Background: an optimization exercise with open tools, aiming at small area. Do not read the settings as production practice.
RTL that was checked went through simulation tests only; none was proved equivalent to the original.
No functional check of the RTL was part of run 5.
The clock port is modelled as an ideal driver; clocking choices that lean on that would not hold on a real chip.
Power figures rest on the tool's default switching activity, not on a simulated workload.

**design/flow/flow/run.sh**
```bash
#!/bin/bash
# The standard ORFS layout (standard.sh), with changes to what it inserts:
#  - port buffers are the smallest buffer cell (buf_1) instead of clkdlybuf4s50_1;
#  - clock tree synthesis uses clkbuf_4 buffers and inserts no dummy loads;
#    after CTS, flow/shrink.tcl shrinks clock buffers that can be smaller
#    while every flip-flop clock pin stays well under the slew limit;
#  - buffers that synthesis (ABC) inserted are removed at floorplan; the
#    resizer's repair_design puts back what slew and capacitance need;
#  - before CTS, flow/recover.tcl downsizes gates with timing slack to spare
#    and repairs slew and capacitance again.
# The full make output goes to standard.log in this folder; ORFS's per-step
# logs stay under orfs/logs/.
set -euo pipefail
export BUFFER_PORTS_ARGS="-buffer_cell sky130_fd_sc_hd__buf_1"
export CTS_ARGS="-sink_clustering_enable -repair_clock_nets -dont_use_dummy_load -buf_list sky130_fd_sc_hd__clkbuf_4"
export REMOVE_ABC_BUFFERS=1
export PRE_CTS_TCL="$PWD/flow/recover.tcl"
export POST_CTS_TCL="$PWD/flow/shrink.tcl"
export CLK_SHRINK_CELLS="sky130_fd_sc_hd__clkbuf_1 sky130_fd_sc_hd__clkbuf_2"
export CLK_SHRINK_SLEW_PS=105
bash standard.sh > standard.log 2>&1
```
**design/flow/flow/recover.tcl**
```tcl
# PRE_CTS hook: area recovery after placement. The resizer downsizes gates
# that have timing slack to spare (repair_timing -recover_power), then
# repair_design fixes any slew or capacitance this leaves over the usual margins,
# and detailed placement legalises the result.
set_dont_use $::env(DONT_USE_CELLS)
estimate_parasitics -placement
repair_timing -recover_power 100 -verbose
set rc_slew 20
set rc_cap 20
if {[info exists ::env(SLEW_MARGIN)] && $::env(SLEW_MARGIN) ne ""} { set rc_slew $::env(SLEW_MARGIN) }
if {[info exists ::env(CAP_MARGIN)] && $::env(CAP_MARGIN) ne ""} { set rc_cap $::env(CAP_MARGIN) }
repair_design -verbose -slew_margin $rc_slew -cap_margin $rc_cap
detailed_placement
estimate_parasitics -placement
```
**design/flow/flow/shrink.tcl**
```tcl
# POST_CTS hook: shrink the clock buffers that CTS placed. Each clock buffer is
# tried at the smaller sizes in CLK_SHRINK_CELLS (smallest first); a size is kept
# if, with placement parasitics, every flip-flop clock pin stays under
# CLK_SHRINK_SLEW_PS and timing stays met.
set_propagated_clock [all_clocks]
proc cs_worst_clk_slew {} {
  estimate_parasitics -placement
  set w 0
  foreach pin [all_registers -clock_pins -edge_triggered] {
    foreach edge {rise fall} {
      foreach an {min max} {
        set sl [get_property $pin slew_${an}_$edge]
        set ps [expr {[sta::time_ui_sta $sl] * 1e12}]
        if {$ps > $w} { set w $ps }
      }
    }
  }
  return $w
}
proc cs_ok {} {
  if {[cs_worst_clk_slew] > $::env(CLK_SHRINK_SLEW_PS)} { return 0 }
  if {[sta::worst_slack_cmd max] < 0 || [sta::worst_slack_cmd min] < 0} { return 0 }
  if {[sta::max_slew_violation_count] > 0 || [sta::max_capacitance_violation_count] > 0} { return 0 }
  return 1
}
set cs_block [ord::get_db_block]
set cs_bufs {}
foreach inst [$cs_block getInsts] {
  if {[string match "clkbuf_*" [$inst getName]] && [string match "*clkbuf*" [[$inst getMaster] getName]]} {
    lappend cs_bufs $inst
  }
}
# leaves first, the root (clkbuf_0_*) last
set cs_bufs [lsort -decreasing -command {apply {{a b} {string compare [$a getName] [$b getName]}}} $cs_bufs]
puts "shrink.tcl: worst clock-pin slew before: [cs_worst_clk_slew] ps"
set cs_n 0
foreach inst $cs_bufs {
  set orig [[$inst getMaster] getName]
  foreach cell $::env(CLK_SHRINK_CELLS) {
    if {$cell eq $orig} { break }
    replace_cell [$inst getName] $cell
    if {[cs_ok]} {
      puts "shrink.tcl: [$inst getName] $orig -> $cell"
      incr cs_n
      break
    }
    replace_cell [$inst getName] $orig
  }
}
puts "shrink.tcl: shrank $cs_n of [llength $cs_bufs] clock buffers; worst clock-pin slew now [cs_worst_clk_slew] ps"
detailed_placement
```
**design/flow/standard.sh**
```bash
#!/bin/bash
# synth_recipe.tcl (not shown) runs the flow's synth.tcl, then flattens the netlist and writes it again
# the make line also repeats each setting of config.mk as NAME=value (left out here)
make -C /OpenROAD-flow-scripts/flow DESIGN_CONFIG=/design/flow/config.mk WORK_HOME=/design/flow/orfs CLKGATE_MAP_FILE= SYNTH_SCRIPT=/design/flow/synth_recipe.tcl "${@:-finish}"
```
**design/flow/config.mk**
```make
export PLATFORM = sky130hd
export DESIGN_NAME = path
export DESIGN_NICKNAME = path
export VERILOG_FILES = /design/flow/design.v
export SDC_FILE = /design/flow/constraint.sdc
export NUM_CORES = 4
export LEC_CHECK = 0
export CAP_MARGIN = 20
export CORE_MARGIN = 2
export CORE_UTILIZATION = 40
export SLEW_MARGIN = 20
export SYNTH_HIERARCHICAL = 1
```
**design/flow/constraint.sdc**
```tcl
create_clock -name core_clock -period 5.0 [get_ports {clk}]
set_input_delay 1.0000 -clock core_clock [delete_from_list [all_inputs] [get_ports {clk}]]
set_output_delay 1.0000 -clock core_clock [all_outputs]
set_load 0.01 [all_outputs]
```
**design/flow/design.v**
```verilog
`timescale 1ns/10ps
module dsel(s, m, d);
input [6:0] s;
input [6:0] m;
output d;
wire lo_n, hi_n;
aoi3 u_lo (.s(s[2:0]), .m(m[2:0]), .y_n(lo_n));
aoi3 u_hi (.s(s[5:3]), .m(m[5:3]), .y_n(hi_n));
assign d = !(lo_n & hi_n) | (s[6] & m[6]);
endmodule
module aoi3(s, m, y_n);
input [2:0] s;
input [2:0] m;
output y_n;
assign y_n = !(|(s & m));
endmodule
module vsel(up, down, hold, below, above, self, d);
input up, down, hold, below, above, self;
output d;
assign d = (up & below) | (down & above) | (hold & self);
endmodule
`timescale 1ns/10ps
module path(clk, rst_n, data1_i, data2_i, valid1_i, valid2_i, data_o, req_o, gnt_i, stop1_o, stop2_o, valid_o);
input clk;
input rst_n;
input [7:0] data1_i;
input [7:0] data2_i;
input valid1_i;
input valid2_i;
input gnt_i;
output req_o;
output stop1_o;
output stop2_o;
output reg [7:0] data_o;
output reg valid_o;
reg [2:0] j;         
reg [3:0] count;     
reg sel;             
reg [7:0] mem0, mem1, mem2, mem3, mem4;
wire n1 = j[0] & !j[1];
wire n2 = j[1] & !j[2];
wire n3 = j[2] & j[0];
wire n4 = j[1] & !j[0];
wire n5 = j[2] & !j[1];
wire nz      = j[0] | j[2];
wire full    = n5;
wire read    = nz && gnt_i;
wire blocked = full && !gnt_i;
wire vsel    = sel ? valid2_i : valid1_i;
wire accept  = vsel && !blocked;
wire bypass  = !nz && gnt_i && (valid1_i || valid2_i);
wire write   = vsel && (nz ? !blocked : !gnt_i);
wire [7:0] din = sel ? data2_i : data1_i;
assign stop1_o = blocked || sel;
assign stop2_o = blocked || !sel;
assign req_o   = nz || (gnt_i && (valid1_i || valid2_i));
wire go = gnt_i && (nz || valid1_i || valid2_i);
wire [6:0] dsel_s = {gnt_i & n5, gnt_i & n4, gnt_i & n3, gnt_i & n2, gnt_i & n1,
                     gnt_i & !nz & vsel, !go};
wire [7:0] data_d;
genvar b;
generate
	for (b = 0; b < 8; b = b + 1) begin : bit_
		dsel u_dsel (.s(dsel_s),
		             .m({mem4[b], mem3[b], mem2[b], mem1[b], mem0[b], din[b], data_o[b]}),
		             .d(data_d[b]));
	end
endgenerate
wire up = vsel & !gnt_i & !full;
wire down = nz & gnt_i & !vsel;
wire hold = !(up | down);
wire [2:0] j_up = {j[1:0], !j[2]};
wire [2:0] j_down = {!j[0], j[2:1]};
wire [2:0] j_d;
generate
	for (b = 0; b < 3; b = b + 1) begin : jbit_
		vsel u_vsel (.up(up), .down(down), .hold(hold), .below(j_up[b]),
		             .above(j_down[b]), .self(j[b]), .d(j_d[b]));
	end
endgenerate
wire a0 = accept & count[0];
always @(posedge clk) begin
	if (write) begin
		mem0 <= din;
		mem1 <= mem0;
		mem2 <= mem1;
		mem3 <= mem2;
		mem4 <= mem3;
	end
end
always @(posedge clk, negedge rst_n) begin
	if (!rst_n) begin
		j <= 3'd0;
		count <= 4'd0;
		sel <= 1'b0;
		data_o <= 8'd0;
		valid_o <= 1'b0;
	end else begin
		j <= j_d;
		count[0] <= count[0] ^ accept;
		count[1] <= count[1] ^ (a0 & !count[3]);
		count[2] <= count[2] ^ (a0 & count[1]);
		count[3] <= count[3] ^ (a0 & ((count[1] & count[2]) | count[3]));
		sel <= sel ^ (a0 & count[3]);
		valid_o <= go;
		data_o <= data_d;
	end
end
endmodule
```
==> impl_results.html, run 1 <==
<table>
<tr><th>Metric</th><th>Value</th></tr>
<tr><th colspan="2">GRT</th></tr>
<tr><td>Overall routing resource usage</td><td>16.3%</td></tr>
<tr><td>Maximum number of pins on one net before global-route repair</td><td>29</td></tr>
<tr><td>Global routing usage on met1</td><td>21.1%</td></tr>
<tr><td>Via count of the first global-routing pass</td><td>1449</td></tr>
<tr><td>Number of antenna violations at the first check in global routing</td><td>0</td></tr>
<tr><td>GRT overflow</td><td>0</td></tr>
<tr><td>Fraction of met2 tracks used by global routing</td><td>25.6%</td></tr>
<tr><td>Peak-usage layer in the global routing report</td><td>met2</td></tr>
<tr><td>Global-route wire length before repair</td><td>7370 um</td></tr>
<tr><td>Met3 capacity usage during global routing</td><td>3.56%</td></tr>
<tr><th colspan="2">Synth</th></tr>
<tr><td>Number of warnings issued by yosys</td><td>7</td></tr>
<tr><td>Cells after synthesis</td><td>141</td></tr>
<tr><td>Mapped Avg Cell Area</td><td>15.8 um^2</td></tr>
<tr><td>Sequential-to-total area share from yosys stat</td><td>73.2%</td></tr>
<tr><td>Cell area after synthesis</td><td>2220 um^2</td></tr>
<tr><td>Number of distinct library cells after synthesis</td><td>22</td></tr>
<tr><td>Synthesis-stage register bit count</td><td>57</td></tr>
<tr><th colspan="2">STA</th></tr>
<tr><td>Total negative slack</td><td>0 ns</td></tr>
<tr><td>Worst-Margin Slew</td><td>0.736 ns</td></tr>
<tr><td>Worst slew margin relative to its limit</td><td>50.7%</td></tr>
<tr><td>Final Max Tran Viols</td><td>0</td></tr>
<tr><td>RSZ-0062 raised after global routing</td><td>no</td></tr>
<tr><td>Setup-violating endpoint count in the final report</td><td>0</td></tr>
<tr><td>Final hold violation count</td><td>0</td></tr>
<tr><td>Setup Skew</td><td>0.0428 ns</td></tr>
<tr><td>Top achievable clock speed</td><td>355 MHz</td></tr>
<tr><td>WHS</td><td>0.338 ns</td></tr>
<tr><td>Crit path setup slack, layout</td><td>2.18 ns</td></tr>
<tr><td>Minimum clock period after layout</td><td>2.82 ns</td></tr>
<tr><td>Share of the clock period used by the worst path</td><td>56.3%</td></tr>
<tr><th colspan="2">Setup path</th></tr>
<tr><td>Path depth of the worst reg2reg path</td><td>5</td></tr>
<tr><td>CP Capture Type</td><td>output port</td></tr>
<tr><td>Critical path fanouts, max</td><td>9</td></tr>
<tr><td>CP max stage cell</td><td>or2_2</td></tr>
<tr><td>Bufs and invs on worst path</td><td>2</td></tr>
<tr><td>Slowest Stage Delay on Critical Path</td><td>0.29 ns</td></tr>
<tr><td>Cell class contributing the biggest share of worst-path delay</td><td>buffers and inverters</td></tr>
<tr><td>CP Depth</td><td>4</td></tr>
<tr><td>Cell-by-cell trace of the critical path</td><td>clkbuf_1 &gt; nor3b_1 &gt; or2_2 &gt; buf_1</td></tr>
<tr><td>Data arrival time of the worst path</td><td>1.82 ns</td></tr>
<tr><td>WP data required</td><td>4.00 ns</td></tr>
<tr><td>Kind of start point of the critical path</td><td>input port</td></tr>
<tr><td>Kind of critical path</td><td>in -&gt; out</td></tr>
<tr><th colspan="2">Floorplanning</th></tr>
<tr><td>Chip Width</td><td>78.5 um</td></tr>
<tr><td>Area of the core</td><td>5440 um^2</td></tr>
<tr><td>Number of top-level pins</td><td>33</td></tr>
<tr><td>Die Span Y</td><td>78.5 um</td></tr>
<tr><td>Effective utilization at floorplan</td><td>40.9%</td></tr>
<tr><td>Area of the die</td><td>6170 um^2</td></tr>
<tr><td>Placement Rows</td><td>27</td></tr>
<tr><th colspan="2">Routing</th></tr>
<tr><td>Total wirelength of the detailed-routed design</td><td>4610 um</td></tr>
<tr><td>Number of vias per cell</td><td>5.46</td></tr>
<tr><td>DR DRC count</td><td>0</td></tr>
<tr><td>Starting DRC count in detailed routing</td><td>188</td></tr>
<tr><td>Antenna-violating nets left</td><td>0</td></tr>
<tr><td>Initial DRT Pass Iterations</td><td>5</td></tr>
<tr><td>Post-DR wirelength/cell</td><td>18.1 um</td></tr>
<tr><td>Vias</td><td>1393</td></tr>
<tr><th colspan="2">CTS</th></tr>
<tr><td># clock sinks</td><td>57</td></tr>
<tr><td>Clock slew at the register clock pins of the worst setup and hold paths</td><td>0.09 ns</td></tr>
<tr><td>Source-to-sink clock delay at the later pin of the worst-skew pair</td><td>0.61 ns</td></tr>
<tr><td>CTS tree</td><td>done</td></tr>
<tr><th colspan="2">Power</th></tr>
<tr><td>Static leakage power</td><td>0.902 nW</td></tr>
<tr><td>Peak VDD IR</td><td>0.285 mV</td></tr>
<tr><td>PwrDens</td><td>592 nW/um^2</td></tr>
<tr><th colspan="2">Placed design</th></tr>
<tr><td>Post-placement cell count</td><td>244</td></tr>
<tr><td>Placed inst area</td><td>2430 um^2</td></tr>
<tr><td>Port Buf Inserts</td><td>32</td></tr>
<tr><td>Post-place setup slack</td><td>2.19 ns</td></tr>
<tr><td>Routability Congestion</td><td>0.834</td></tr>
<tr><td>Post-DP HPWL</td><td>3000 um</td></tr>
<tr><th colspan="2">Layout</th></tr>
<tr><td>Antenna diodes</td><td>0</td></tr>
<tr><td>Multi-input logic area</td><td>552 um^2</td></tr>
<tr><td>Final instance count without filler cells</td><td>255</td></tr>
<tr><td>Commonest non-fill, non-tap cell in the layout</td><td>edfxtp_1</td></tr>
<tr><td>Post-route cell area</td><td>2510 um^2</td></tr>
<tr><td>Register Area</td><td>1630 um^2</td></tr>
<tr><td>Share of cells above drive strength 1</td><td>10.4%</td></tr>
<tr><td>Net count, final</td><td>207</td></tr>
<tr><td>Fill cell instance count of the final layout</td><td>501</td></tr>
<tr><td>Area added between synthesis and finish</td><td>12.8%</td></tr>
<tr><td>Highest-count cells in the layout ignoring fill and taps</td><td>edfxtp_1, buf_1, a222oi_1</td></tr>
<tr><th colspan="2">Flow run</th></tr>
<tr><td>Number of max-capacitance violations reported</td><td>0</td></tr>
<tr><th colspan="2">Hold path</th></tr>
<tr><td>Kind of path behind the tightest hold check</td><td>in -&gt; async</td></tr>
<tr><th colspan="2">Run status</th></tr>
<tr><td>Outcome</td><td>complete, no violations</td></tr>
</table>
==> per-module statistics from Yosys, one instance, submodules excluded <==
| module | flip-flops and latches | times used | cells inside |
|---|---|---|---|
| aoi3 | 0 | 16 | 1 |
| dsel | 0 | 8 | 2 |
| path | 57 | 1 | 103 |
| vsel | 0 | 3 | 2 |
==> path summary, 6_finish.rpt <==
| check | slack [ns] | end | startpoint |
|---|---|---|---|
| max | 2.18 | stop1_o | gnt_i |
| min | 0.34 | data_o[5]$_DFF_PN0_ | rst_n |
| max reg2reg | 2.76 | mem2[5]$_DFFE_PP_ | sel$_DFF_PN0_ |
| min reg2reg | 0.46 | mem3[0]$_DFFE_PP_ | mem2[0]$_DFFE_PP_ |
| max in group asynchronous | 4.30 | j[1]$_DFF_PN0_ | rst_n |
| min in group core_clock | 0.46 | mem3[0]$_DFFE_PP_ | mem2[0]$_DFFE_PP_ |
==> Yosys cell counts <==
library cell | instances | area [um^2]
nor2_1 | 8 | 30.0
buf_2 | 1 | 5.00
edfxtp_1 | 40 | 1200
o41ai_2 | 1 | 16.3
inv_1 | 6 | 22.5
nand3_1 | 8 | 40.0
mux2_2 | 8 | 90.1
buf_4 | 1 | 7.51
dfrtp_1 | 17 | 425
and3b_1 | 1 | 8.76
nand2b_1 | 3 | 18.8
a222oi_1 | 19 | 190
mux2i_2 | 1 | 13.8
or2_2 | 1 | 6.26
nor3b_2 | 1 | 12.5
nor2b_1 | 1 | 6.26
and2_1 | 2 | 12.5
nor3_2 | 1 | 10.0
xnor2_1 | 3 | 26.3
ha_1 | 1 | 12.5
nand2_1 | 15 | 56.3
o21ai_0 | 2 | 10.0
==> cell families after synthesis <==
kind of cell | count (synthesis) | synth area share (%)
AOI/OAI and AO/OA | 22 | 9.74
xor gates and xnor gates | 3 | 1.18
adders and majority gates | 1 | 0.563
buffers and inverters | 8 | 1.58
DFF | 57 | 73.2
muxes | 9 | 4.67
and+or+nand+nor | 41 | 9.07
==> metal layers <==
metal / vias to the layer above / wire, um
met4: 0 / 19
met5: - / 0
met1: 691 / 2000
li1: 651 / -
met3: 2 / 300
met2: 49 / 2290
==> area by class of cell <==
class                      instances  share of cell area, %
inverter                           6                  0.899
timing repair buffer              35                   6.14
multi-input combinational         76                   22.0
clock buffer                       9                   2.45
tap                               72                   3.59
sequential                        57                   64.9
==> report_power, final <==
part	total (mW)	internal [mW]	switching [mW]
clock network	0.203	0.0719	0.131
registers	0.877	0.748	0.129
logic	0.404	0.170	0.234
==> sequential cells by signal (all words and copies together) (netlist names) <==
signal and count:
data_o 8, mem1 8, valid_o 1, mem2 8
count 4, j 3, mem4 8, sel 1
mem0 8, mem3 8
==> metrics by stage <==
step,utilization (%),power (mW)
after global placement,44.6,1.26
after detailed placement,44.6,1.29
after floorplan,-,1.13
final,46.1,1.48
after global routing,46.1,1.58
==> run 2: changes to the inputs <==
--- a/design/flow/flow/run.sh
+++ b/design/flow/flow/run.sh
@@ -7,6 +7,7 @@
 #  - buffers that synthesis (ABC) inserted are removed at floorplan; the
 #    resizer's repair_design puts back what slew and capacitance need;
 #  - before CTS, flow/recover.tcl downsizes gates with timing slack to spare
+#    (not the drivers of nets with many loads)
 #    and repairs slew and capacitance again.
 # The full make output goes to standard.log in this folder; ORFS's per-step
 # logs stay under orfs/logs/.
==> design/flow/flow/recover.tcl (replaced) <==
# PRE_CTS hook: area recovery after placement. The resizer downsizes gates
# that have timing slack to spare (repair_timing -recover_power), then
# repair_design fixes any slew or capacitance this leaves over the usual margins,
# and detailed placement legalises the result. Drivers of nets with more than
# RECOVER_MAX_FANOUT loads are left alone (dont_touch while recovering), since
# shrinking them only makes repair_design buffer their nets.
set_dont_use $::env(DONT_USE_CELLS)
estimate_parasitics -placement
set rc_max_fanout 6
if {[info exists ::env(RECOVER_MAX_FANOUT)]} { set rc_max_fanout $::env(RECOVER_MAX_FANOUT) }
set rc_kept {}
foreach net [[ord::get_db_block] getNets] {
  if {[$net getSigType] ne "SIGNAL"} { continue }
  set loads 0
  set drv ""
  foreach it [$net getITerms] {
    if {[$it isOutputSignal]} { set drv [$it getInst] } else { incr loads }
  }
  if {$drv ne "" && $loads > $rc_max_fanout} { lappend rc_kept [$drv getName] }
}
set rc_kept [lsort -unique $rc_kept]
if {[llength $rc_kept]} { set_dont_touch [get_cells $rc_kept] }
repair_timing -recover_power 100 -verbose
if {[llength $rc_kept]} { unset_dont_touch [get_cells $rc_kept] }
set rc_slew 20
set rc_cap 20
if {[info exists ::env(SLEW_MARGIN)] && $::env(SLEW_MARGIN) ne ""} { set rc_slew $::env(SLEW_MARGIN) }
if {[info exists ::env(CAP_MARGIN)] && $::env(CAP_MARGIN) ne ""} { set rc_cap $::env(CAP_MARGIN) }
repair_design -verbose -slew_margin $rc_slew -cap_margin $rc_cap
detailed_placement
estimate_parasitics -placement
puts "recover.tcl: kept [llength $rc_kept] high-fanout drivers: $rc_kept"
==> impl_results.html, run 2 <==
<table>
<tr><th>Metric</th><th>Value</th></tr>
<tr><th colspan="2">Routing</th></tr>
<tr><td>Starting DRC count in detailed routing</td><td>197 (+4.8%)</td></tr>
<tr><td>Total wirelength of the detailed-routed design</td><td>4560 um (-1.1%)</td></tr>
<tr><td>Post-DR wirelength/cell</td><td>18.0 um (-0.35%)</td></tr>
<tr><td>Number of vias per cell</td><td>5.58 (+2.2%)</td></tr>
<tr><td>Vias</td><td>1412 (+1.4%)</td></tr>
<tr><td>Initial DRT Pass Iterations</td><td>4 (-1)</td></tr>
<tr><td>DR DRC count</td><td>0 (unchanged)</td></tr>
<tr><td>Antenna-violating nets left</td><td>0 (unchanged)</td></tr>
<tr><th colspan="2">Setup path</th></tr>
<tr><td>Cell class contributing the biggest share of worst-path delay</td><td>buffers and inverters</td></tr>
<tr><td>Start point of the critical path</td><td>gnt_i</td></tr>
<tr><td>WP data required</td><td>4.00 ns (about the same)</td></tr>
<tr><td>Cell-by-cell trace of the critical path</td><td>buf_1 &gt; nor3b_1 &gt; or2_2 &gt; buf_1</td></tr>
<tr><td>Minimum setup slack among reg-to-reg paths</td><td>2.85 ns (+0.09 ns)</td></tr>
<tr><td>Path depth of the worst reg2reg path</td><td>4 (-1)</td></tr>
<tr><td>Bufs and invs on worst path</td><td>2 (unchanged)</td></tr>
<tr><td>Slowest Stage Delay on Critical Path</td><td>0.29 ns (about the same)</td></tr>
<tr><td>CP max stage cell</td><td>buf_1</td></tr>
<tr><td>Kind of critical path</td><td>in -&gt; out</td></tr>
<tr><td>Data arrival time of the worst path</td><td>1.82 ns (about the same)</td></tr>
<tr><td>Kind of start point of the critical path</td><td>input port</td></tr>
<tr><td>Crit path top cell by count</td><td>buf_1</td></tr>
<tr><td>Startpoint of the most critical register-to-register path</td><td>sel$_DFF_PN0_</td></tr>
<tr><td>Critical path fanouts, max</td><td>9 (unchanged)</td></tr>
<tr><td>Worst flop-to-flop path endpoint</td><td>mem4[3]$_DFFE_PP_</td></tr>
<tr><td>CP Capture Type</td><td>output port</td></tr>
<tr><th colspan="2">Synth</th></tr>
<tr><td>Async set-or-reset flop fraction in the synthesized netlist</td><td>29.8% (unchanged)</td></tr>
<tr><td>Predominant post-synthesis flop cell</td><td>edfxtp_1</td></tr>
<tr><td>Synthesis-stage register bit count</td><td>57 (unchanged)</td></tr>
<tr><td>Cell with the most instances after synthesis</td><td>edfxtp_1</td></tr>
<tr><td>Cell type with the largest total area after synthesis</td><td>edfxtp_1</td></tr>
<tr><td>Cells after synthesis</td><td>141 (unchanged)</td></tr>
<tr><td>Mapped Avg Cell Area</td><td>15.8 um^2 (unchanged)</td></tr>
<tr><td>Cells taking the most area after synthesis</td><td>edfxtp_1, dfrtp_1, a222oi_1</td></tr>
<tr><td>Top-area cell type share of the netlist area</td><td>54.1% (unchanged)</td></tr>
<tr><td>Cell area after synthesis</td><td>2220 um^2 (unchanged)</td></tr>
<tr><td>Top cell types by occurrence after synthesis</td><td>edfxtp_1, a222oi_1, dfrtp_1</td></tr>
<tr><td>Number of warnings issued by yosys</td><td>7 (unchanged)</td></tr>
<tr><td>Number of distinct library cells after synthesis</td><td>22 (unchanged)</td></tr>
<tr><td>Sequential-to-total area share from yosys stat</td><td>73.2% (unchanged)</td></tr>
<tr><td>Post-synth EDFFs</td><td>40 (unchanged)</td></tr>
<tr><th colspan="2">STA</th></tr>
<tr><td>Final hold violation count</td><td>0 (unchanged)</td></tr>
<tr><td>Share of the clock period used by the worst path</td><td>56.5% (+0.18 points)</td></tr>
<tr><td>Setup-violating endpoint count in the final report</td><td>0 (unchanged)</td></tr>
<tr><td>Final Max Tran Viols</td><td>0 (unchanged)</td></tr>
<tr><td>Worst-Margin Slew</td><td>1.05 ns (+0.313 ns)</td></tr>
<tr><td>Total negative slack</td><td>0 ns (unchanged)</td></tr>
<tr><td>Top achievable clock speed</td><td>354 MHz (-0.31%)</td></tr>
<tr><td>Minimum clock period after layout</td><td>2.82 ns (+0.00887 ns)</td></tr>
<tr><td>RSZ-0062 raised after global routing</td><td>no</td></tr>
<tr><td>Worst slew margin relative to its limit</td><td>29.2% (-21 points)</td></tr>
<tr><td>Crit path setup slack, layout</td><td>2.18 ns (-0.00887 ns)</td></tr>
<tr><td>Setup Skew</td><td>0.0432 ns (+0.000388 ns)</td></tr>
<tr><th colspan="2">Placed design</th></tr>
<tr><td>Post-placement cell count</td><td>244 (unchanged)</td></tr>
<tr><td>Post-DP HPWL</td><td>3000 um (unchanged)</td></tr>
<tr><td>Port Buf Inserts</td><td>32 (unchanged)</td></tr>
<tr><td>Routability Congestion</td><td>0.834 (unchanged)</td></tr>
<tr><td>Post-place setup slack</td><td>2.19 ns (unchanged)</td></tr>
<tr><th colspan="2">Layout</th></tr>
<tr><td>Share of cells above drive strength 1</td><td>9.39% (-0.99 points)</td></tr>
<tr><td>Antenna diodes</td><td>0 (unchanged)</td></tr>
<tr><td>Highest-count cells in the layout ignoring fill and taps</td><td>edfxtp_1, buf_1, a222oi_1</td></tr>
<tr><td>Area added between synthesis and finish</td><td>11.7%</td></tr>
<tr><td>Final cell utilization of the core</td><td>45.6% (-0.46 points)</td></tr>
<tr><td>Net count, final</td><td>205 (-0.97%)</td></tr>
<tr><td>Commonest non-fill, non-tap cell in the layout</td><td>edfxtp_1</td></tr>
<tr><td>Final instance count without filler cells</td><td>253 (-0.78%)</td></tr>
<tr><th colspan="2">Floorplanning</th></tr>
<tr><td>Area of the die</td><td>6170 um^2 (unchanged)</td></tr>
<tr><td>Chip Width</td><td>78.5 um (unchanged)</td></tr>
<tr><td>Number of top-level pins</td><td>33 (unchanged)</td></tr>
<tr><td>Effective utilization at floorplan</td><td>40.9% (unchanged)</td></tr>
<tr><td>Area of the core</td><td>5440 um^2 (unchanged)</td></tr>
<tr><td>Placement Rows</td><td>27 (unchanged)</td></tr>
<tr><td>Die Span Y</td><td>78.5 um (unchanged)</td></tr>
<tr><th colspan="2">CTS</th></tr>
<tr><td>Clock slew at the register clock pins of the worst setup and hold paths</td><td>0.09 ns (about the same)</td></tr>
<tr><td>CTS tree</td><td>done</td></tr>
<tr><td>Source-to-sink clock delay at the later pin of the worst-skew pair</td><td>0.60 ns (about the same)</td></tr>
<tr><td># clock sinks</td><td>57 (unchanged)</td></tr>
<tr><th colspan="2">Power</th></tr>
<tr><td>Peak VDD IR</td><td>0.361 mV (+27%)</td></tr>
<tr><td>PwrDens</td><td>592 nW/um^2 (about the same)</td></tr>
<tr><td>Power consumption</td><td>1.47 mW (-0.99%)</td></tr>
<tr><td>Static leakage power</td><td>0.889 nW (-1.4%)</td></tr>
<tr><th colspan="2">GRT</th></tr>
<tr><td>GRT overflow</td><td>0 (unchanged)</td></tr>
<tr><td>Number of antenna violations at the first check in global routing</td><td>0 (unchanged)</td></tr>
<tr><td>Maximum number of pins on one net before global-route repair</td><td>41 (+41%)</td></tr>
<tr><td>Overall routing resource usage</td><td>16.2% (-0.050 points)</td></tr>
<tr><td>Via count of the first global-routing pass</td><td>1420 (-2.0%)</td></tr>
<tr><td>Global-route wire length before repair</td><td>7330 um (-0.47%)</td></tr>
<tr><th colspan="2">Run status</th></tr>
<tr><td>Outcome</td><td>complete, no violations</td></tr>
<tr><th colspan="2">Flow run</th></tr>
<tr><td>Number of max-capacitance violations reported</td><td>0 (unchanged)</td></tr>
<tr><th colspan="2">Hold path</th></tr>
<tr><td>Kind of path behind the tightest hold check</td><td>in -&gt; async</td></tr>
</table>
run 2: cell types whose count changed in the layout (fill, tap and decap cells not counted), sizes merged:
cell,previous run,this run
clkbuf,12,10
run 2: cells by family (layout without fill, tap and decap cells):
| logic type | Yosys count | count (layout) | synth area share [%] |
|---|---|---|---|
| muxes | 9 | 9 | 4.67 |
| xor gates and xnor gates | 3 | 3 | 1.18 |
| DFF | 57 | 57 | 73.2 |
| adders and majority gates | 1 | 1 | 0.563 |
| buffers and inverters | 8 | 48 | 1.58 |
| AOI/OAI and AO/OA | 22 | 22 | 9.74 |
| and+or+nand+nor | 41 | 41 | 9.07 |
run 2: final cells by class:
cell class | instances | area [um^2]
fill | 504 | 2960
sequential | 57 | 1630
multi-input combinational | 76 | 552
timing repair buffer | 33 | 129
tap | 72 | 90.1
clock buffer | 9 | 61.3
inverter | 6 | 22.5
run 2: metal layers:
metal	vias up	share of wire, %	global-route usage [%]
met2	57	50	25.7
li1	648	-	-
met3	6	5.6	3.56
met1	701	43	21.1
met4	0	1.2	7.89
met5	-	0	0
run 2: modules after synthesis, one instance, submodules excluded:
module / copies in the design / flip-flops and latches
vsel: 3 / 0
dsel: 8 / 0
aoi3: 16 / 0
path: 1 / 57
run 2: how the worst max path moves through the flow:
stage               cells past startpoint                end
finish                                  4            stop1_o
global placement                        4            stop1_o
global route                            4            stop1_o
floorplan                               3  mem0[0]$_DFFE_PP_
detailed placement                      4            stop1_o
run 2: where the power goes:
part	total (mW)	internal [mW]	switching [mW]
clock	0.204	0.0719	0.132
combinational	0.388	0.158	0.231
sequential	0.877	0.749	0.128
run 2: worst reg2reg max path, stage by stage (launching register included):
cell and delay (ns):
dfrtp_1 0.74, mux2i_1 0.28, nor2_1 0.19, and2_1 0.14, buf_4 0.44
run 2: through the flow:
step / hold WS (ns) / instance area, um^2
detailed placement: 0.435 / 2430
global placement: 0.432 / 2430
global route: 0.278 / 2480
floorplan: 0.425 / 2210
finish: 0.342 / 2480
==> run 3: changes to the inputs <==
--- a/design/flow/design.v
+++ b/design/flow/design.v
@@ -37,6 +37,7 @@
 reg [3:0] count;     
 reg sel;             
 reg [7:0] mem0, mem1, mem2, mem3, mem4;
+genvar b;
 wire n1 = j[0] & !j[1];
 wire n2 = j[1] & !j[2];
 wire n3 = j[2] & j[0];
@@ -49,8 +50,14 @@
 wire vsel    = sel ? valid2_i : valid1_i;
 wire accept  = vsel && !blocked;
 wire bypass  = !nz && gnt_i && (valid1_i || valid2_i);
-wire write   = vsel && (nz ? !blocked : !gnt_i);
-wire [7:0] din = sel ? data2_i : data1_i;
+wire [2:0] m0_s = {accept & sel, accept & !sel, !accept};
+wire [7:0] mem0_d_n;
+generate
+	for (b = 0; b < 8; b = b + 1) begin : m0bit_
+		aoi3 u_m0 (.s(m0_s), .m({data2_i[b], data1_i[b], mem0[b]}), .y_n(mem0_d_n[b]));
+	end
+endgenerate
+wire [7:0] mem0_d = ~mem0_d_n;
 assign stop1_o = blocked || sel;
 assign stop2_o = blocked || !sel;
 assign req_o   = nz || (gnt_i && (valid1_i || valid2_i));
@@ -58,11 +65,10 @@
 wire [6:0] dsel_s = {gnt_i & n5, gnt_i & n4, gnt_i & n3, gnt_i & n2, gnt_i & n1,
                      gnt_i & !nz & vsel, !go};
 wire [7:0] data_d;
-genvar b;
 generate
 	for (b = 0; b < 8; b = b + 1) begin : bit_
 		dsel u_dsel (.s(dsel_s),
-		             .m({mem4[b], mem3[b], mem2[b], mem1[b], mem0[b], din[b], data_o[b]}),
+		             .m({mem4[b], mem3[b], mem2[b], mem1[b], mem0[b], mem0_d[b], data_o[b]}),
 		             .d(data_d[b]));
 	end
 endgenerate
@@ -80,8 +86,8 @@
 endgenerate
 wire a0 = accept & count[0];
 always @(posedge clk) begin
-	if (write) begin
-		mem0 <= din;
+	mem0 <= mem0_d;
+	if (accept) begin
 		mem1 <= mem0;
 		mem2 <= mem1;
 		mem3 <= mem2;
--- a/design/flow/config.mk
+++ b/design/flow/config.mk
@@ -8,5 +8,6 @@
 export CAP_MARGIN = 20
 export CORE_MARGIN = 2
 export CORE_UTILIZATION = 40
+export GPL_TIMING_DRIVEN = 0
 export SLEW_MARGIN = 20
 export SYNTH_HIERARCHICAL = 1
==> impl_results.html, run 3 <==
<table>
<tr><th>Metric</th><th>Value</th></tr>
<tr><th colspan="2">Synth</th></tr>
<tr><td>Top cell types by occurrence after synthesis</td><td>edfxtp_1, a222oi_1, dfrtp_1</td></tr>
<tr><td>Top-area cell type share of the netlist area</td><td>44.5% (-9.5 points)</td></tr>
<tr><td>Sequential-to-total area share from yosys stat</td><td>71.7% (-1.5 points)</td></tr>
<tr><td>Predominant post-synthesis flop cell</td><td>edfxtp_1</td></tr>
<tr><td>Number of warnings issued by yosys</td><td>7 (unchanged)</td></tr>
<tr><td>Synthesis-stage register bit count</td><td>57 (unchanged)</td></tr>
<tr><td>Number of distinct library cells after synthesis</td><td>20 (-9.1%)</td></tr>
<tr><td>Async set-or-reset flop fraction in the synthesized netlist</td><td>29.8% (unchanged)</td></tr>
<tr><td>Mapped Avg Cell Area</td><td>14.3 um^2 (-9.4%)</td></tr>
<tr><td>Cell area after synthesis</td><td>2160 um^2 (-2.9%)</td></tr>
<tr><td>Cells taking the most area after synthesis</td><td>edfxtp_1, dfrtp_1, a222oi_1</td></tr>
<tr><td>Post-synth EDFFs</td><td>32 (-20%)</td></tr>
<tr><td>Cell type with the largest total area after synthesis</td><td>edfxtp_1</td></tr>
<tr><td>Cell with the most instances after synthesis</td><td>edfxtp_1</td></tr>
<tr><td>Cells after synthesis</td><td>151 (+7.1%)</td></tr>
<tr><th colspan="2">Routing</th></tr>
<tr><td>Post-DR wirelength/cell</td><td>19.3 um (+7.2%)</td></tr>
<tr><td>Initial DRT Pass Iterations</td><td>5 (+1)</td></tr>
<tr><td>DR DRC count</td><td>0 (unchanged)</td></tr>
<tr><td>Total wirelength of the detailed-routed design</td><td>5080 um (+11%)</td></tr>
<tr><td>Number of vias per cell</td><td>5.88 (+5.4%)</td></tr>
<tr><td>Vias</td><td>1547 (+9.6%)</td></tr>
<tr><td>Antenna-violating nets left</td><td>0 (unchanged)</td></tr>
<tr><td>Starting DRC count in detailed routing</td><td>216 (+9.6%)</td></tr>
<tr><th colspan="2">Hold path</th></tr>
<tr><td>Kind of path behind the tightest hold check</td><td>reg -&gt; reg</td></tr>
<tr><td>Number of stages on the worst hold path</td><td>0</td></tr>
<tr><th colspan="2">Setup path</th></tr>
<tr><td>CP Capture Type</td><td>output port</td></tr>
<tr><td>WP data required</td><td>4.00 ns (about the same)</td></tr>
<tr><td>Kind of start point of the critical path</td><td>input port</td></tr>
<tr><td>Critical path fanouts, max</td><td>9 (unchanged)</td></tr>
<tr><td>Kind of critical path</td><td>in -&gt; out</td></tr>
<tr><td>Data arrival time of the worst path</td><td>1.85 ns (+0.03 ns)</td></tr>
<tr><td>Path depth of the worst reg2reg path</td><td>6 (+2)</td></tr>
<tr><th colspan="2">Floorplanning</th></tr>
<tr><td>Number of top-level pins</td><td>33 (unchanged)</td></tr>
<tr><td>Area of the die</td><td>6000 um^2 (-2.8%)</td></tr>
<tr><td>Die Span Y</td><td>77.4 um (-1.4%)</td></tr>
<tr><td>Placement Rows</td><td>26 (-3.7%)</td></tr>
<tr><td>Chip Width</td><td>77.4 um (-1.4%)</td></tr>
<tr><td>Area of the core</td><td>5140 um^2 (-5.5%)</td></tr>
<tr><td>Effective utilization at floorplan</td><td>42.0% (+1.1 points)</td></tr>
<tr><th colspan="2">GRT</th></tr>
<tr><td>Maximum number of pins on one net before global-route repair</td><td>18 (-56%)</td></tr>
<tr><td>Global-route wire length before repair</td><td>8190 um (+12%)</td></tr>
<tr><td>Overall routing resource usage</td><td>18.6% (+2.3 points)</td></tr>
<tr><td>Number of antenna violations at the first check in global routing</td><td>0 (unchanged)</td></tr>
<tr><td>GRT overflow</td><td>0 (unchanged)</td></tr>
<tr><td>Via count of the first global-routing pass</td><td>1600 (+13%)</td></tr>
<tr><th colspan="2">STA</th></tr>
<tr><td>Share of the clock period used by the worst path</td><td>57.0% (+0.48 points)</td></tr>
<tr><td>Setup Skew</td><td>0.0532 ns (+0.0101 ns)</td></tr>
<tr><td>Top achievable clock speed</td><td>351 MHz (-0.85%)</td></tr>
<tr><td>Minimum clock period after layout</td><td>2.85 ns (+0.0242 ns)</td></tr>
<tr><td>Total negative slack</td><td>0 ns (unchanged)</td></tr>
<tr><td>Final Max Tran Viols</td><td>0 (unchanged)</td></tr>
<tr><td>Worst-Margin Slew</td><td>0.886 ns (-0.163 ns)</td></tr>
<tr><td>Setup-violating endpoint count in the final report</td><td>0 (unchanged)</td></tr>
<tr><td>Final hold violation count</td><td>0 (unchanged)</td></tr>
<tr><td>WHS</td><td>0.401 ns (+0.0591 ns)</td></tr>
<tr><td>RSZ-0062 raised after global routing</td><td>no</td></tr>
<tr><td>Worst slew margin relative to its limit</td><td>40.7% (+11 points)</td></tr>
<tr><td>Crit path setup slack, layout</td><td>2.15 ns (-0.0242 ns)</td></tr>
<tr><th colspan="2">Layout</th></tr>
<tr><td>Highest-count cells in the layout ignoring fill and taps</td><td>edfxtp_1, buf_1, a222oi_1</td></tr>
<tr><td>Antenna diodes</td><td>0 (unchanged)</td></tr>
<tr><td>Final instance count without filler cells</td><td>263 (+4.0%)</td></tr>
<tr><td>Post-route cell area</td><td>2470 um^2 (-0.30%)</td></tr>
<tr><td>Commonest non-fill, non-tap cell in the layout</td><td>edfxtp_1</td></tr>
<tr><td>Net count, final</td><td>217 (+5.9%)</td></tr>
<tr><td>Final cell utilization of the core</td><td>48.1% (+2.5 points)</td></tr>
<tr><td>Register Area</td><td>1550 um^2 (-4.9%)</td></tr>
<tr><td>Fill cell instance count of the final layout</td><td>500 (-0.79%)</td></tr>
<tr><td>Share of cells above drive strength 1</td><td>8.29% (-1.1 points)</td></tr>
<tr><td>Multi-input logic area</td><td>561 um^2 (+1.6%)</td></tr>
<tr><td>Area added between synthesis and finish</td><td>14.7%</td></tr>
<tr><th colspan="2">Power</th></tr>
<tr><td>Static leakage power</td><td>0.958 nW (+7.8%)</td></tr>
<tr><td>PwrDens</td><td>623 nW/um^2 (+5.1%)</td></tr>
<tr><td>Peak VDD IR</td><td>0.230 mV (-36%)</td></tr>
<tr><td>Power consumption</td><td>1.54 mW (+4.8%)</td></tr>
<tr><th colspan="2">Placed design</th></tr>
<tr><td>Post-place setup slack</td><td>2.11 ns (-0.0736 ns)</td></tr>
<tr><td>Post-placement cell count</td><td>254 (+4.1%)</td></tr>
<tr><td>Post-DP HPWL</td><td>3400 um (+13%)</td></tr>
<tr><td>Routability Congestion</td><td>0.836 (+0.26%)</td></tr>
<tr><td>Port Buf Inserts</td><td>32 (unchanged)</td></tr>
<tr><td>Placed inst area</td><td>2410 um^2 (-0.57%)</td></tr>
<tr><th colspan="2">CTS</th></tr>
<tr><td>CTS tree</td><td>done</td></tr>
<tr><td>Clock slew at the register clock pins of the worst setup and hold paths</td><td>0.09 ns (about the same)</td></tr>
<tr><td>Source-to-sink clock delay at the later pin of the worst-skew pair</td><td>0.46 ns (-0.14 ns)</td></tr>
<tr><td># clock sinks</td><td>57 (unchanged)</td></tr>
<tr><th colspan="2">Flow run</th></tr>
<tr><td>Number of max-capacitance violations reported</td><td>0 (unchanged)</td></tr>
<tr><th colspan="2">Run status</th></tr>
<tr><td>Outcome</td><td>complete, no violations</td></tr>
</table>
## run 3: worst max-delay path, cell delays in order
cell	delay [ns]
buf_1	0.30
nor2_1	0.19
or2_1	0.23
buf_1	0.13
## run 3: final timing paths
kind	start	to	slack, ns
setup / recovery	gnt_i	stop1_o	2.15
hold / removal	mem3[2]$_DFFE_PN_	mem4[2]$_DFFE_PN_	0.40
setup reg to reg	sel$_DFF_PN0_	data_o[6]$_DFF_PN0_	2.80
hold reg to reg	mem3[2]$_DFFE_PN_	mem4[2]$_DFFE_PN_	0.40
max in group asynchronous	rst_n	j[0]$_DFF_PN0_	4.13
min in group asynchronous	rst_n	data_o[3]$_DFF_PN0_	0.49
## run 3: routing by layer
layer  vias to the layer above  GRT usage (%)  part of all wire [%]
li1                        689              -                     -
met2                        77           28.5                    51
met4                         0           13.0                   2.2
met1                       772           22.4                    39
met3                         9           5.47                   7.9
met5                         -              0                     0
## run 3: final cells by class
cell class | instances | share of cell area [%]
multi-input cells | 77 | 22.7
repair buffers | 34 | 6.32
well taps | 70 | 3.54
clock buffers | 9 | 2.53
flip-flops and latches | 57 | 62.5
inverters | 16 | 2.43
## run 3: kinds of logic after synthesis
group	count (synthesis)	share of synthesized area, %
XOR/XNOR	3	1.22
AO/OA/AOI/OAI	31	13.7
adder cells (fa/ha/maj)	1	0.580
AND/OR/NAND/NOR	41	9.16
flip-flops	57	71.7
buffers and inverters	17	3.02
multiplexers	1	0.638
## run 3: report_power, final
group	switching [mW]	total (mW)	internal (mW)	leakage (nW)
Clock	0.138	0.213	0.0744	0.0405
Sequential	0.131	0.882	0.751	0.586
Combinational	0.265	0.446	0.181	0.331
Total	0.534	1.54	1.01	0.958
## run 3: modules after synthesis, one instance, submodules excluded
| module | times used | area (um^2) |
|---|---|---|
| path | 1 | 1810 |
| vsel | 3 | 13.8 |
| aoi3 | 24 | 10.0 |
| dsel | 8 | 8.76 |
==> run 4: changes to the inputs <==
--- a/design/flow/config.mk
+++ b/design/flow/config.mk
@@ -8,6 +8,5 @@
 export CAP_MARGIN = 20
 export CORE_MARGIN = 2
 export CORE_UTILIZATION = 40
-export GPL_TIMING_DRIVEN = 0
 export SLEW_MARGIN = 20
 export SYNTH_HIERARCHICAL = 1
==> impl_results.html, run 4 <==
<table>
<tr><th>Metric</th><th>Value</th></tr>
<tr><th colspan="2">Setup path</th></tr>
<tr><td>Kind of start point of the critical path</td><td>flip-flop</td></tr>
<tr><td>Startpoint of the most critical register-to-register path</td><td>sel$_DFF_PN0_</td></tr>
<tr><td>Kind of critical path</td><td>reg -&gt; out</td></tr>
<tr><td>CP Capture Type</td><td>output port</td></tr>
<tr><td>End point of the critical path</td><td>stop1_o</td></tr>
<tr><td>WP data required</td><td>4.00 ns (about the same)</td></tr>
<tr><td>Minimum setup slack among reg-to-reg paths</td><td>2.78 ns (-0.02 ns)</td></tr>
<tr><td>Data arrival time of the worst path</td><td>1.86 ns (about the same)</td></tr>
<tr><td>Critical path fanouts, max</td><td>6 (-3)</td></tr>
<tr><td>Path depth of the worst reg2reg path</td><td>6 (unchanged)</td></tr>
<tr><td>Worst flop-to-flop path endpoint</td><td>data_o[0]$_DFF_PN0_</td></tr>
<tr><td>Start point of the critical path</td><td>j[1]$_DFF_PN0_</td></tr>
<tr><th colspan="2">STA</th></tr>
<tr><td>Final hold violation count</td><td>0 (unchanged)</td></tr>
<tr><td>Share of the clock period used by the worst path</td><td>57.2% (+0.22 points)</td></tr>
<tr><td>Total negative slack</td><td>0 ns (unchanged)</td></tr>
<tr><td>Worst slew margin relative to its limit</td><td>45.7% (+5.0 points)</td></tr>
<tr><td>Setup Skew</td><td>0.0600 ns (+0.00679 ns)</td></tr>
<tr><td>Crit path setup slack, layout</td><td>2.14 ns (-0.0108 ns)</td></tr>
<tr><td>Top achievable clock speed</td><td>350 MHz (-0.38%)</td></tr>
<tr><td>Worst-Margin Slew</td><td>0.811 ns (-0.0751 ns)</td></tr>
<tr><td>RSZ-0062 raised after global routing</td><td>no</td></tr>
<tr><td>Setup-violating endpoint count in the final report</td><td>0 (unchanged)</td></tr>
<tr><td>Minimum clock period after layout</td><td>2.86 ns (+0.0108 ns)</td></tr>
<tr><td>Final Max Tran Viols</td><td>0 (unchanged)</td></tr>
<tr><th colspan="2">Routing</th></tr>
<tr><td>DR DRC count</td><td>0 (unchanged)</td></tr>
<tr><td>Met1 wire length</td><td>2010 um (+1.2%)</td></tr>
<tr><td>Initial DRT Pass Iterations</td><td>6 (+1)</td></tr>
<tr><td>Starting DRC count in detailed routing</td><td>256 (+19%)</td></tr>
<tr><td>Antenna-violating nets left</td><td>0 (unchanged)</td></tr>
<tr><td>Routed wl met3</td><td>427 um (+6.0%)</td></tr>
<tr><td>Vias</td><td>1545 (-0.13%)</td></tr>
<tr><td>Routed length on met2</td><td>2340 um (-9.5%)</td></tr>
<tr><td>Post-DR wirelength/cell</td><td>18.7 um (-3.4%)</td></tr>
<tr><td>Total wirelength of the detailed-routed design</td><td>4930 um (-3.0%)</td></tr>
<tr><td>Top Layer Used</td><td>met4</td></tr>
<tr><td>Number of vias per cell</td><td>5.85 (-0.51%)</td></tr>
<tr><th colspan="2">CTS</th></tr>
<tr><td># clock sinks</td><td>57 (unchanged)</td></tr>
<tr><td>Source-to-sink clock delay at the later pin of the worst-skew pair</td><td>0.67 ns (+0.21 ns)</td></tr>
<tr><td>Clock slew at the register clock pins of the worst setup and hold paths</td><td>0.10 ns (about the same)</td></tr>
<tr><td>CTS tree</td><td>done</td></tr>
<tr><th colspan="2">Placed design</th></tr>
<tr><td>Port Buf Inserts</td><td>32 (unchanged)</td></tr>
<tr><td>Post-place setup slack</td><td>1.98 ns (-0.135 ns)</td></tr>
<tr><td>Routability Congestion</td><td>0.791 (-5.5%)</td></tr>
<tr><td>Post-DP HPWL</td><td>3290 um (-3.2%)</td></tr>
<tr><td>Post-placement cell count</td><td>254 (unchanged)</td></tr>
<tr><th colspan="2">Synth</th></tr>
<tr><td>Number of distinct library cells after synthesis</td><td>20 (unchanged)</td></tr>
<tr><td>Sequential-to-total area share from yosys stat</td><td>71.7% (unchanged)</td></tr>
<tr><td>Top cell types by occurrence after synthesis</td><td>edfxtp_1, a222oi_1, dfrtp_1</td></tr>
<tr><td>Cell with the most instances after synthesis</td><td>edfxtp_1</td></tr>
<tr><td>Cells after synthesis</td><td>151 (unchanged)</td></tr>
<tr><td>Synthesis-stage register bit count</td><td>57 (unchanged)</td></tr>
<tr><td>Predominant post-synthesis flop cell</td><td>edfxtp_1</td></tr>
<tr><td>Cell area after synthesis</td><td>2160 um^2 (unchanged)</td></tr>
<tr><td>Async set-or-reset flop fraction in the synthesized netlist</td><td>29.8% (unchanged)</td></tr>
<tr><td>Cells taking the most area after synthesis</td><td>edfxtp_1, dfrtp_1, a222oi_1</td></tr>
<tr><td>Number of warnings issued by yosys</td><td>7 (unchanged)</td></tr>
<tr><td>Post-synth EDFFs</td><td>32 (unchanged)</td></tr>
<tr><td>Top-area cell type share of the netlist area</td><td>44.5% (unchanged)</td></tr>
<tr><td>Cell type with the largest total area after synthesis</td><td>edfxtp_1</td></tr>
<tr><td>Mapped Avg Cell Area</td><td>14.3 um^2 (unchanged)</td></tr>
<tr><th colspan="2">Hold path</th></tr>
<tr><td>Kind of path behind the tightest hold check</td><td>in -&gt; async</td></tr>
<tr><th colspan="2">GRT</th></tr>
<tr><td>Overall routing resource usage</td><td>18.0% (-0.54 points)</td></tr>
<tr><td>Number of antenna violations at the first check in global routing</td><td>0 (unchanged)</td></tr>
<tr><td>Global-route wire length before repair</td><td>7990 um (-2.4%)</td></tr>
<tr><td>Via count of the first global-routing pass</td><td>1641 (+2.6%)</td></tr>
<tr><td>GRT overflow</td><td>0 (unchanged)</td></tr>
<tr><td>Maximum number of pins on one net before global-route repair</td><td>23 (+5)</td></tr>
<tr><th colspan="2">Floorplanning</th></tr>
<tr><td>Chip Width</td><td>77.4 um (unchanged)</td></tr>
<tr><td>Area of the die</td><td>6000 um^2 (unchanged)</td></tr>
<tr><td>Number of top-level pins</td><td>33 (unchanged)</td></tr>
<tr><td>Effective utilization at floorplan</td><td>42.0% (unchanged)</td></tr>
<tr><td>Area of the core</td><td>5140 um^2 (unchanged)</td></tr>
<tr><td>Placement Rows</td><td>26 (unchanged)</td></tr>
<tr><td>Die Span Y</td><td>77.4 um (unchanged)</td></tr>
<tr><th colspan="2">Layout</th></tr>
<tr><td>Commonest non-fill, non-tap cell in the layout</td><td>edfxtp_1</td></tr>
<tr><td>Share of cells above drive strength 1</td><td>7.73% (-0.56 points)</td></tr>
<tr><td>Net count, final</td><td>218 (+0.46%)</td></tr>
<tr><td>Final instance count without filler cells</td><td>264 (+0.38%)</td></tr>
<tr><td>Highest-count cells in the layout ignoring fill and taps</td><td>edfxtp_1, buf_1, a222oi_1</td></tr>
<tr><td>Antenna diodes</td><td>0 (unchanged)</td></tr>
<tr><td>Final cell utilization of the core</td><td>47.7% (-0.46 points)</td></tr>
<tr><td>Area added between synthesis and finish</td><td>13.6%</td></tr>
<tr><th colspan="2">Power</th></tr>
<tr><td>Power consumption</td><td>1.52 mW (-1.5%)</td></tr>
<tr><td>PwrDens</td><td>619 nW/um^2 (-0.55%)</td></tr>
<tr><td>Peak VDD IR</td><td>0.238 mV (+3.7%)</td></tr>
<tr><td>Static leakage power</td><td>0.951 nW (-0.71%)</td></tr>
<tr><th colspan="2">Run status</th></tr>
<tr><td>Outcome</td><td>complete, no violations</td></tr>
<tr><th colspan="2">Flow run</th></tr>
<tr><td>Number of max-capacitance violations reported</td><td>0 (unchanged)</td></tr>
</table>
-- run 4: cell counts after synthesis --
No cell type changed its count.
-- run 4: where the power goes --
part           internal [mW]  switching, mW  total [mW]
clock                 0.0681          0.132       0.200
sequential             0.751          0.132       0.883
combinational          0.173          0.261       0.434
-- run 4: worst min-delay path by stage --
stage	start	end	slack, ns	depth (start not counted)
6_report	rst_n	count[2]$_DFF_PN0_	0.27	1
5_1_grt	rst_n	count[1]$_DFF_PN0_	0.20	1
3_5_place_dp	mem3[5]$_DFFE_PN_	mem4[5]$_DFFE_PN_	0.44	0
3_3_place_gp	mem3[2]$_DFFE_PN_	mem4[2]$_DFFE_PN_	0.43	0
2_1_floorplan	mem1[0]$_DFFE_PN_	mem2[0]$_DFFE_PN_	0.43	0
-- run 4: logic make-up after synthesis --
logic type	Yosys count	share of synthesized area, %
mux	1	0.638
compound gates	31	13.7
xor+xnor	3	1.22
fa+ha+maj	1	0.580
simple gates	41	9.16
flops	57	71.7
buf+inv	17	3.02
-- run 4: final cells by class --
cell class / instances / area, um^2
fillers: 477 / 2690
clock buffers: 9 / 58.8
inverters: 16 / 60.1
multi-input cells: 77 / 549
flip-flops and latches: 57 / 1550
well taps: 70 / 87.6
repair buffers: 35 / 148
-- run 4: routing by layer --
metal / vias up / GRT usage, %
met5: - / 0
met4: 0 / 11.1
met3: 14 / 8.84
met2: 72 / 26.9
met1: 767 / 20.8
li1: 692 / -
-- run 4: Yosys stat by module (local to each module, per instance) --
module | area [um^2] | times used | flops+latches
path | 1810 | 1 | 57
dsel | 8.76 | 8 | 0
vsel | 13.8 | 3 | 0
aoi3 | 10.0 | 24 | 0
-- run 4: critical path, stage by stage, from the launching register on --
cell and delay (ns):
dfrtp_1 0.44, nand2b_1 0.21, nor2_1 0.27, or2_1 0.14, buf_1 0.14
-- run 4: per-stage QoR --
step | cell area, um^2 | hold slack [ns]
global placement | 2380 | 0.432
floorplan | 2150 | 0.425
finish | 2450 | 0.274
global route | 2450 | 0.196
detailed placement | 2380 | 0.435
==> run 5: changes to the inputs <==
--- a/design/flow/design.v
+++ b/design/flow/design.v
@@ -18,6 +18,11 @@
 input up, down, hold, below, above, self;
 output d;
 assign d = (up & below) | (down & above) | (hold & self);
+endmodule
+module acc(vsel, full, gnt, accept);
+input vsel, full, gnt;
+output accept;
+assign accept = vsel & !(full & !gnt);
 endmodule
 `timescale 1ns/10ps
 module path(clk, rst_n, data1_i, data2_i, valid1_i, valid2_i, data_o, req_o, gnt_i, stop1_o, stop2_o, valid_o);
@@ -85,11 +90,16 @@
 	end
 endgenerate
 wire a0 = accept & count[0];
+wire shift_lo, shift_hi;
+acc u_acc_lo (.vsel(vsel), .full(full), .gnt(gnt_i), .accept(shift_lo));
+acc u_acc_hi (.vsel(vsel), .full(full), .gnt(gnt_i), .accept(shift_hi));
 always @(posedge clk) begin
 	mem0 <= mem0_d;
-	if (accept) begin
+	if (shift_lo) begin
 		mem1 <= mem0;
 		mem2 <= mem1;
+	end
+	if (shift_hi) begin
 		mem3 <= mem2;
 		mem4 <= mem3;
 	end
==> impl_results.html, run 5 <==
<table>
<tr><th>Metric</th><th>Value</th></tr>
<tr><th colspan="2">Floorplanning</th></tr>
<tr><td>Placement Rows</td><td>26 (unchanged)</td></tr>
<tr><td>Effective utilization at floorplan</td><td>42.1% (+0.099 points)</td></tr>
<tr><td>Chip Width</td><td>77.8 um (+0.41%)</td></tr>
<tr><td>Area of the core</td><td>5170 um^2 (+0.63%)</td></tr>
<tr><td>Die Span Y</td><td>77.8 um (+0.41%)</td></tr>
<tr><td>Number of top-level pins</td><td>33 (unchanged)</td></tr>
<tr><td>Area of the die</td><td>6050 um^2 (+0.83%)</td></tr>
<tr><th colspan="2">Synth</th></tr>
<tr><td>Synthesis-stage register bit count</td><td>57 (unchanged)</td></tr>
<tr><td>Mux contribution to synthesized area</td><td>0.460% (-0.18 points)</td></tr>
<tr><td>Cells taking the most area after synthesis</td><td>edfxtp_1, dfrtp_1, a222oi_1</td></tr>
<tr><td>Sequential-to-total area share from yosys stat</td><td>71.1% (-0.62 points)</td></tr>
<tr><td>Cell with the most instances after synthesis</td><td>edfxtp_1</td></tr>
<tr><td>Simple-gate share of the synthesized area</td><td>8.57% (-0.60 points)</td></tr>
<tr><td>Predominant post-synthesis flop cell</td><td>edfxtp_1</td></tr>
<tr><td>Cell area after synthesis</td><td>2180 um^2 (+0.87%)</td></tr>
<tr><td>Synthesized-area fraction occupied by xor and xnor cells</td><td>1.21% (-0.011 points)</td></tr>
<tr><td>Top-area cell type share of the netlist area</td><td>44.2% (-0.38 points)</td></tr>
<tr><td>Number of distinct library cells after synthesis</td><td>22 (+10%)</td></tr>
<tr><td>Top cell types by occurrence after synthesis</td><td>edfxtp_1, a222oi_1, inv_1</td></tr>
<tr><td>Complex-gate fraction of the synthesized area</td><td>14.4% (+0.74 points)</td></tr>
<tr><td>Cell type with the largest total area after synthesis</td><td>edfxtp_1</td></tr>
<tr><td>Post-synth EDFFs</td><td>32 (unchanged)</td></tr>
<tr><td>Post-Synth Adder-Cell Area</td><td>0.575% (-0.0050 points)</td></tr>
<tr><td>Largest family of logic cells by synthesized area</td><td>compound AO/OA/AOI/OAI gates</td></tr>
<tr><td>Mapped Avg Cell Area</td><td>13.9 um^2 (-2.4%)</td></tr>
<tr><td>Async set-or-reset flop fraction in the synthesized netlist</td><td>29.8% (unchanged)</td></tr>
<tr><td>Number of warnings issued by yosys</td><td>7 (unchanged)</td></tr>
<tr><td>Cells after synthesis</td><td>156 (+3.3%)</td></tr>
<tr><th colspan="2">Power</th></tr>
<tr><td>Peak VDD IR</td><td>0.274 mV (+15%)</td></tr>
<tr><td>Switching pwr</td><td>523 uW (-0.39%)</td></tr>
<tr><td>Internal power contribution</td><td>1000 uW (+0.83%)</td></tr>
<tr><td>Power share of the combinational group</td><td>28.8% (+0.2 points)</td></tr>
<tr><td>Switching share of total power</td><td>34.4% (-0.27 points)</td></tr>
<tr><td>Sequential power share</td><td>57.7% (-0.5 points)</td></tr>
<tr><td>Clock network power share</td><td>13.5% (+0.3 points)</td></tr>
<tr><td>Power consumption</td><td>1.52 mW (+0.40%)</td></tr>
<tr><td>Static leakage power</td><td>0.976 nW (+2.7%)</td></tr>
<tr><td>PwrDens</td><td>616 nW/um^2 (-0.56%)</td></tr>
<tr><th colspan="2">CTS</th></tr>
<tr><td>Clock slew at the register clock pins of the worst setup and hold paths</td><td>0.10 ns (about the same)</td></tr>
<tr><td>Source-to-sink clock delay at the later pin of the worst-skew pair</td><td>0.65 ns (-0.02 ns)</td></tr>
<tr><td># clock sinks</td><td>57 (unchanged)</td></tr>
<tr><td>CTS tree</td><td>done</td></tr>
<tr><th colspan="2">Layout</th></tr>
<tr><td>Fill cell instance count of the final layout</td><td>476 (-0.21%)</td></tr>
<tr><td>Share of cells above drive strength 1</td><td>7.96% (+0.23 points)</td></tr>
<tr><td>Antenna diodes</td><td>0 (unchanged)</td></tr>
<tr><td>Final cell utilization of the core</td><td>47.8% (+0.16 points)</td></tr>
<tr><td>Final instance count without filler cells</td><td>271 (+2.7%)</td></tr>
<tr><td>Net count, final</td><td>225 (+3.2%)</td></tr>
<tr><td>Register Area</td><td>1550 um^2 (unchanged)</td></tr>
<tr><td>Area added between synthesis and finish</td><td>13.7% (about the same)</td></tr>
<tr><td>Post-route cell area</td><td>2470 um^2 (+0.97%)</td></tr>
<tr><td>Highest-count cells in the layout ignoring fill and taps</td><td>edfxtp_1, buf_1, a222oi_1</td></tr>
<tr><td>Multi-input logic area</td><td>544 um^2 (-0.91%)</td></tr>
<tr><td>Commonest non-fill, non-tap cell in the layout</td><td>edfxtp_1</td></tr>
<tr><th colspan="2">GRT</th></tr>
<tr><td>Overall routing resource usage</td><td>17.5% (-0.49 points)</td></tr>
<tr><td>GRT overflow</td><td>0 (unchanged)</td></tr>
<tr><td>Number of antenna violations at the first check in global routing</td><td>0 (unchanged)</td></tr>
<tr><td>Global-route wire length before repair</td><td>7800 um (-2.3%)</td></tr>
<tr><td>Via count of the first global-routing pass</td><td>1557 (-5.1%)</td></tr>
<tr><td>Maximum number of pins on one net before global-route repair</td><td>18 (-22%)</td></tr>
<tr><th colspan="2">Setup path</th></tr>
<tr><td>Worst flop-to-flop path endpoint</td><td>data_o[3]$_DFF_PN0_</td></tr>
<tr><td>Cell-by-cell trace of the critical path</td><td>buf_1 &gt; nor2_1 &gt; or2_2 &gt; buf_1</td></tr>
<tr><td>Path depth of the worst reg2reg path</td><td>7 (+1)</td></tr>
<tr><td>CP Depth</td><td>4 (unchanged)</td></tr>
<tr><td>Start point of the critical path</td><td>gnt_i</td></tr>
<tr><td>Slowest Stage Delay on Critical Path</td><td>0.32 ns (-0.12 ns)</td></tr>
<tr><td>CP max stage cell</td><td>buf_1</td></tr>
<tr><td>Data arrival time of the worst path</td><td>1.85 ns (about the same)</td></tr>
<tr><td>End point of the critical path</td><td>stop1_o</td></tr>
<tr><td>Minimum setup slack among reg-to-reg paths</td><td>2.97 ns (+0.19 ns)</td></tr>
<tr><td>Kind of start point of the critical path</td><td>input port</td></tr>
<tr><td>WP data required</td><td>4.00 ns (about the same)</td></tr>
<tr><td>CP Capture Type</td><td>output port</td></tr>
<tr><td>Crit path top cell by count</td><td>buf_1</td></tr>
<tr><td>Bufs and invs on worst path</td><td>2 (+1)</td></tr>
<tr><td>Startpoint of the most critical register-to-register path</td><td>j[1]$_DFF_PN0_</td></tr>
<tr><td>Kind of critical path</td><td>in -&gt; out</td></tr>
<tr><td>Critical path fanouts, max</td><td>13 (+7)</td></tr>
<tr><td>Cell class contributing the biggest share of worst-path delay</td><td>buffers and inverters</td></tr>
<tr><th colspan="2">Placed design</th></tr>
<tr><td>Routability Congestion</td><td>0.858 (+8.5%)</td></tr>
<tr><td>Port Buf Inserts</td><td>32 (unchanged)</td></tr>
<tr><td>Post-placement cell count</td><td>262 (+3.1%)</td></tr>
<tr><td>Placed inst area</td><td>2420 um^2 (+1.4%)</td></tr>
<tr><td>Post-DP HPWL</td><td>3320 um (+0.79%)</td></tr>
<tr><td>Post-place setup slack</td><td>2.16 ns (+0.186 ns)</td></tr>
<tr><th colspan="2">STA</th></tr>
<tr><td>Share of the clock period used by the worst path</td><td>57.1% (-0.13 points)</td></tr>
<tr><td>Top achievable clock speed</td><td>351 MHz (+0.23%)</td></tr>
<tr><td>Final hold violation count</td><td>0 (unchanged)</td></tr>
<tr><td>Final Max Tran Viols</td><td>0 (unchanged)</td></tr>
<tr><td>Total negative slack</td><td>0 ns (unchanged)</td></tr>
<tr><td>Setup Skew</td><td>0.0629 ns (+0.00290 ns)</td></tr>
<tr><td>Minimum clock period after layout</td><td>2.85 ns (-0.00658 ns)</td></tr>
<tr><td>Worst slew margin relative to its limit</td><td>48.6% (+2.9 points)</td></tr>
<tr><td>Setup-violating endpoint count in the final report</td><td>0 (unchanged)</td></tr>
<tr><td>Crit path setup slack, layout</td><td>2.15 ns (+0.00658 ns)</td></tr>
<tr><td>Worst-Margin Slew</td><td>0.768 ns (-0.0433 ns)</td></tr>
<tr><td>WHS</td><td>0.282 ns (+0.00739 ns)</td></tr>
<tr><td>RSZ-0062 raised after global routing</td><td>no</td></tr>
<tr><th colspan="2">Routing</th></tr>
<tr><td>Vias</td><td>1517 (-1.8%)</td></tr>
<tr><td>DR DRC count</td><td>0 (unchanged)</td></tr>
<tr><td>Antenna-violating nets left</td><td>0 (unchanged)</td></tr>
<tr><td>Number of vias per cell</td><td>5.60 (-4.3%)</td></tr>
<tr><td>Initial DRT Pass Iterations</td><td>6 (unchanged)</td></tr>
<tr><td>Total wirelength of the detailed-routed design</td><td>4890 um (-0.83%)</td></tr>
<tr><td>Post-DR wirelength/cell</td><td>18.0 um (-3.4%)</td></tr>
<tr><td>Starting DRC count in detailed routing</td><td>187 (-27%)</td></tr>
<tr><th colspan="2">Run status</th></tr>
<tr><td>Outcome</td><td>complete, no violations</td></tr>
<tr><th colspan="2">Hold path</th></tr>
<tr><td>Kind of path behind the tightest hold check</td><td>in -&gt; async</td></tr>
<tr><th colspan="2">Flow run</th></tr>
<tr><td>Number of max-capacitance violations reported</td><td>0 (unchanged)</td></tr>
</table>
[run 5: cell types whose count changed after synthesis, moves of 2 or more]
cell,before,now
or2_1,2,0
nor4_1,2,0
a21boi_1,0,2
inv_1,16,20
o21ai_0,2,4
[run 5: final cells by class]
class | count | area share [%]
clock buffers | 9 | 2.48
inverters | 20 | 3.03
multi-input cells | 78 | 22.0
flip-flops and latches | 57 | 62.5
well taps | 70 | 3.54
repair buffers | 37 | 6.42
[run 5: worst reg2reg max path: stages, from the launching register on]
cell	delay, ns
dfrtp_1	0.45
nand2b_1	0.21
o21ai_0	0.22
nor2_1	0.22
a222oi_1	0.35
inv_1	0.10
a222oi_1	0.23
nand3_1	0.12
[run 5: worst min path at each step]
stage	cells after the start	start	end	slack [ns]
floorplan	0	mem1[0]$_DFFE_PP_	mem2[0]$_DFFE_PP_	0.43
global placement	0	mem2[3]$_DFFE_PP_	mem3[3]$_DFFE_PP_	0.43
detailed placement	0	mem2[5]$_DFFE_PP_	mem3[5]$_DFFE_PP_	0.43
global route	1	rst_n	data_o[7]$_DFF_PN0_	0.29
finish	1	rst_n	data_o[4]$_DFF_PN0_	0.28
[run 5: routing by layer]
layer  wire (um)  track usage [%]  vias up
li1            -                -      708
met1        1960             22.5      726
met2        2360             28.3       73
met3         460             3.26       10
met4          99             9.11        0
met5           0                0        -
[run 5: cells by family after synthesis]
| group | after synthesis |
|---|---|
| simple gates | 39 |
| xor+xnor | 3 |
| fa+ha+maj | 1 |
| compound gates | 34 |
| buf+inv | 21 |
| flops | 57 |
| mux | 1 |
[run 5: Yosys stat by module (local to each module, per instance)]
module	cell area, um^2	cells	flip-flops and latches
path	1800	106	57
acc	11.3	2	0
aoi3	10.0	1	0
dsel	8.76	2	0
vsel	13.8	2	0
[run 5: power by group through the flow]
stage               Sequential, mW  Clock, mW  Combinational [mW]
floorplan                    0.864          0               0.285
global route                 0.904      0.232               0.493
detailed placement           0.889          0               0.451
finish                       0.879      0.205               0.439
global placement             0.873          0               0.435

## what the ideal ports hide
Ports are ideal in the flow. The routed layouts listed here were re-timed in OpenROAD. Step 1 assumes that a clkbuf_16 drives the clock port and a buf_2 every other input. Step 2 also shifts input and output timing later by t, the mid clock arrival at the registers, as if the neighbouring blocks saw the same clock. Three values: no drivers, after step 1, after step 2; two values: the first two.
run | t, ns | setup WS [ns]
run 1 | 0.611 | 2.184 / 2.155 / 2.155
run 2 | 0.603 | 2.175 / 2.149 / 2.149
run 3 | 0.457 | 2.151 / 2.114 / 2.062
run 4 | 0.666 | 2.140 / 2.115 / 2.059
run 5 | 0.645 | 2.147 / 2.126 / 2.126
After both steps every run listed still meets setup and hold.
